Source: an optimization exercise on an open RTL-to-GDS flow (aim: small area, a short achievable clock period and few clock cycles per item). Production flows keep margins and buffers that such runs may drop.
Function was checked by simulation only, so behaviour that the tests miss may differ from the original.

==> inputs of try-juniper <==
==> flow/design.v (excerpt) <==
module MiniCalc2Core (
    input  wire        Clk,
    input  wire        Reset,
    input  wire [0:7]  Instruction,
    input  wire [0:31] InputA,
    output wire [0:31] OutputA,
    output wire [0:31] StackFirst,
    output wire [0:31] StackSecond,
    output wire [0:4]  StackSize,
    input  wire        Execute,
    output wire        Ready,
    output wire        StackEmpty,
    output wire        OperationalError,
    output reg         ErrorStackUnderflow,
    output reg         ErrorInvalidArg,
    output reg         ErrorInvalidInstr,
    output reg         ErrorOverflow
);
    localparam [7:0] OP_NOP    = 8'h0F;
    localparam [7:0] OP_ECHO   = 8'h1F;
    localparam [7:0] OP_PUSH   = 8'h01;
    localparam [7:0] OP_POP    = 8'h02;
    localparam [7:0] OP_COPY   = 8'h03;
    localparam [7:0] OP_ADD    = 8'h04;
    localparam [7:0] OP_SUB    = 8'h05;
    localparam [7:0] OP_MUL    = 8'h06;
    localparam [7:0] OP_DIV    = 8'h08;
    localparam [7:0] OP_SWAP   = 8'h09;
    localparam [7:0] OP_MOD    = 8'h0A;
    localparam [7:0] OP_GET    = 8'h20;
    localparam [7:0] OP_ADDROT = 8'h21;
    localparam [7:0] OP_LEN    = 8'h22;
    localparam [7:0] OP_FLA    = 8'h24;
    localparam [7:0] OP_CLS    = 8'h80;
    reg st_get, st_mul, st_dit, st_neg;
    wire idle = ~(st_get | st_mul | st_dit | st_neg);
    reg [31:0] oa, s1, s2;
    reg [4:0]  n;
    reg [4:0]  nm3;       
    reg [4:0]  gaddr;     
    reg [3:0]  cnt;
    reg        dneg;
    reg        dmod;
    reg        dhi;
    wire [7:0]  op = Instruction;
    wire [31:0] in = InputA;
    assign OutputA          = oa;
    assign StackFirst       = s1;
    assign StackSecond      = s2;
    assign StackSize        = n;
    assign Ready            = idle;
    assign StackEmpty       = (n == 5'd0);
    assign OperationalError = ErrorStackUnderflow | ErrorInvalidArg | ErrorInvalidInstr | ErrorOverflow;
    wire n_eq0  = (n == 5'd0);
    wire n_le1  = (n[4:1] == 4'd0);
    wire n_ge2  = ~n_le1;
    wire n_ge3  = n_ge2 & ~(n == 5'd2);
    wire n_eq31 = (n == 5'd31);
    reg [31:0] mem [0:28];
    wire [4:0] wa = n - 5'd2;
    always @(posedge Clk)
        if (n_ge2 && !n_eq31)
            mem[wa] <= s2;
    wire [4:0] ra = st_get ? gaddr : nm3;
    wire [31:0] rd = mem[ra];
  ...
Settings: LEC_CHECK=0, CAP_MARGIN=20, CORE_MARGIN=2, CORE_UTILIZATION=40, PLACE_DENSITY=0.6, SETUP_SLACK_MARGIN=5, SLEW_MARGIN=20, SYNTH_HIERARCHICAL=1; clock period 10.0 ns.
standard.sh (not shown) runs the stock make flow with config.mk's settings and CLKGATE_MAP_FILE= SYNTH_SCRIPT=/design/flow/synth_recipe.tcl, a recipe that flattens the netlist after the stock synthesis.
==> flow/flow/run.sh <==
#!/bin/bash
# Layout flow: the standard flow (standard.sh) with one change: the port
# buffers that global placement inserts are sky130_fd_sc_hd__buf_4 cells
# instead of the default pick (clkdlybuf4s50_1, a slow delay cell that the
# later resizing, limited to the same footprint, cannot replace). Every port
# still gets its buffer. ORFS writes each step's full log under orfs/logs/;
# make's own output goes to make.log in this folder.
set -euo pipefail
bash standard.sh "BUFFER_PORTS_ARGS=-buffer_cell sky130_fd_sc_hd__buf_4" finish > make.log 2>&1
==> try-delta (differences from try-juniper) <==
--- a/flow/design.v
+++ b/flow/design.v
@@ -150,13 +150,13 @@
     wire [36:0] t3w = {t3s, 1'b1} + {t3c[34:0], 1'b1, 1'b1};
     wire [35:0] t3 = t3w[36:1];
     wire        q3 = ~t3[35];
     wire        q2 = ~t2[35];
     wire        q1 = ~t1[35];
     wire [31:0] q_nx = {oa[29:0], q2, q3 | (q1 & ~q2)};
-    wire        sub_lt = t1[35];
+    wire        sub_lt = (s2 < s1);     
     wire        dit_last = (cnt == 4'd0);
     wire        get_out = (oa[31:5] != 27'd0) || (oa[4:0] >= n);
     wire        get_s1  = (oa[4:0] == n - 5'd1);
     wire        get_s2  = (oa[4:0] == n - 5'd2);
     wire m_fin  = st_mul & mul_done;
     wire m_cont = st_mul & ~mul_done;
==> flow/run.sh (new file) <==
#!/bin/bash
# synth_recipe.tcl (not shown) runs the flow's synth.tcl, then flattens the netlist and writes it again
# the make line also repeats each setting of config.mk as NAME=value (left out here)
make -C /OpenROAD-flow-scripts/flow DESIGN_CONFIG=/design/flow/config.mk WORK_HOME=/design/flow/orfs CLKGATE_MAP_FILE= SYNTH_SCRIPT=/design/flow/synth_recipe.tcl finish
Settings changed: CTS_CLUSTER_DIAMETER from default to 100, CTS_CLUSTER_SIZE from default to 24.
removed: flow/flow/run.sh
removed: flow/standard.sh
==> try-garnet (differences from try-juniper) <==
--- a/flow/design.v
+++ b/flow/design.v
@@ -150,13 +150,13 @@
     wire [36:0] t3w = {t3s, 1'b1} + {t3c[34:0], 1'b1, 1'b1};
     wire [35:0] t3 = t3w[36:1];
     wire        q3 = ~t3[35];
     wire        q2 = ~t2[35];
     wire        q1 = ~t1[35];
     wire [31:0] q_nx = {oa[29:0], q2, q3 | (q1 & ~q2)};
-    wire        sub_lt = t1[35];
+    wire        sub_lt = (s2 < s1);     
     wire        dit_last = (cnt == 4'd0);
     wire        get_out = (oa[31:5] != 27'd0) || (oa[4:0] >= n);
     wire        get_s1  = (oa[4:0] == n - 5'd1);
     wire        get_s2  = (oa[4:0] == n - 5'd2);
     wire m_fin  = st_mul & mul_done;
     wire m_cont = st_mul & ~mul_done;
Settings changed: CTS_CLUSTER_DIAMETER from default to 100, CTS_CLUSTER_SIZE from default to 24.
==> out/metrics.json <==
{
  "status": {"value": "no timing/DRC/antenna violations"},
  "most_frequent_cells_in_the_layout": {"value": "sky130_fd_sc_hd__edfxtp_1 (949), sky130_fd_sc_hd__nand2_1 (566), sky130_fd_sc_hd__buf_4 (490)"},
  "postSynthAreaPerCell": {"value": 11.29, "unit": "sq um"},
  "finish.net_count": {"value": 6510},
  "power.share.sequential": {"value": 60.2, "unit": "%"},
  "area.share.sequential": {"value": 39.48, "unit": "%"},
  "inverters_excl_clock": {"value": 210},
  "layout_worst_path_cycle_share": {"value": 56.23, "unit": "%"},
  "layout-drive-gt1-share": {"value": 24.59, "unit": "%"},
  "power.clock.total": {"value": 2690, "unit": "uW"},
  "finalWirelength": {"value": 280.8, "unit": "mm"},
  "worst_slew_pin_slew": {"value": 1.249, "unit": "ns"},
  "wl_per_cell": {"value": 33.44, "unit": "um"},
  "dieArea": {"value": 169100, "unit": "sq um"},
  "post_synth_xor_area_fraction": {"value": 5.041, "unit": "%"}
}
the above is filed under try-garnet

==> out/metrics.json <==
{
  "layout-drive-gt1-share": {"value": 22.61, "unit": "%"},
  "postSynthAreaPerCell": {"value": 11.29, "unit": "sq um"},
  "worst_slew_pin_slew": {"value": 1.226, "unit": "ns"},
  "power_report.internal_total": {"value": 6076, "unit": "uW"},
  "layout_worst_path_cycle_share": {"value": 54.66, "unit": "%"},
  "status": {"value": "no timing/DRC/antenna violations"},
  "dieArea": {"value": 169100, "unit": "sq um"},
  "cts_root_buffer": {"value": "sky130_fd_sc_hd__clkbuf_16"},
  "area.share.sequential": {"value": 38.98, "unit": "%"},
  "wl_per_cell": {"value": 33.46, "unit": "um"},
  "largest_register_ff_count": {"value": 928},
  "power.clock.total": {"value": 2770, "unit": "uW"},
  "inverters_excl_clock": {"value": 210},
  "power.share.sequential": {"value": 59.4, "unit": "%"},
  "post_synth_xor_area_fraction": {"value": 5.041, "unit": "%"}
}
the above is filed under try-delta

==> out/metrics.json <==
{
  "status": {"value": "no timing/DRC/antenna violations"},
  "power.clock.total": {"value": 4190, "unit": "uW"},
  "layout-drive-gt1-share": {"value": 23.02, "unit": "%"},
  "postSynthAreaPerCell": {"value": 11.07, "unit": "sq um"},
  "finalWirelength": {"value": 290.7, "unit": "mm"},
  "layout_worst_path_cycle_share": {"value": 56.05, "unit": "%"},
  "area.share.sequential": {"value": 38.92, "unit": "%"},
  "most_frequent_cells_in_the_layout": {"value": "sky130_fd_sc_hd__edfxtp_1 (949), sky130_fd_sc_hd__nand2_1 (775), sky130_fd_sc_hd__buf_4 (418)"},
  "wl_per_cell": {"value": 33.92, "unit": "um"},
  "inverters_excl_clock": {"value": 215}
}
the above is filed under try-juniper

Testbench counts of try-juniper, summed over its fixed seeds: cycles 9,947, instrs 6,400.
Testbench counts of try-delta, summed over its fixed seeds: cycles 9,947, instrs 6,400.
Testbench counts of try-garnet, summed over its fixed seeds: cycles 9,947, instrs 6,400.

==> port drivers added, routing unchanged <==
In the flow no input, the clock included, has a driving cell. The finished layouts below were timed again as built, in two steps.
Step 1 (the two cells are an assumption about what drives the block):
set clk [get_ports {Clk}]
set_driving_cell -lib_cell sky130_fd_sc_hd__clkbuf_16 $clk
set_driving_cell -lib_cell sky130_fd_sc_hd__buf_2 [delete_from_list [all_inputs] $clk]
Step 2, shift: input delay + t, output delay - t, t = (earliest + latest rising clock arrival at the registers) / 2. This alone moves slack from input paths to output paths.
a / b / c = no drivers / after step 1 / after step 2; a / b = the first two.
| run | shift t [ns] | setup slack, ns | worst hold slack (ns) | worst slew at a driven data input, ns |
|---|---|---|---|---|
| try-juniper | 0.818 | 4.395 / 4.395 / 4.395 | 0.523 / 0.523 / 0.523 | 0.21 |
| try-delta | 0.825 | 4.534 / 4.534 / 4.185 | 0.518 / 0.518 / 0.518 | 0.20 |
| try-garnet | 0.791 | 4.377 / 4.377 / 4.377 | 0.525 / 0.525 / 0.525 | 0.16 |
After both steps setup and hold are still met in every run listed. For try-delta, which loses most, drivers alone change the setup slack by 0.000 ns; drivers and shift together by -0.349 ns.
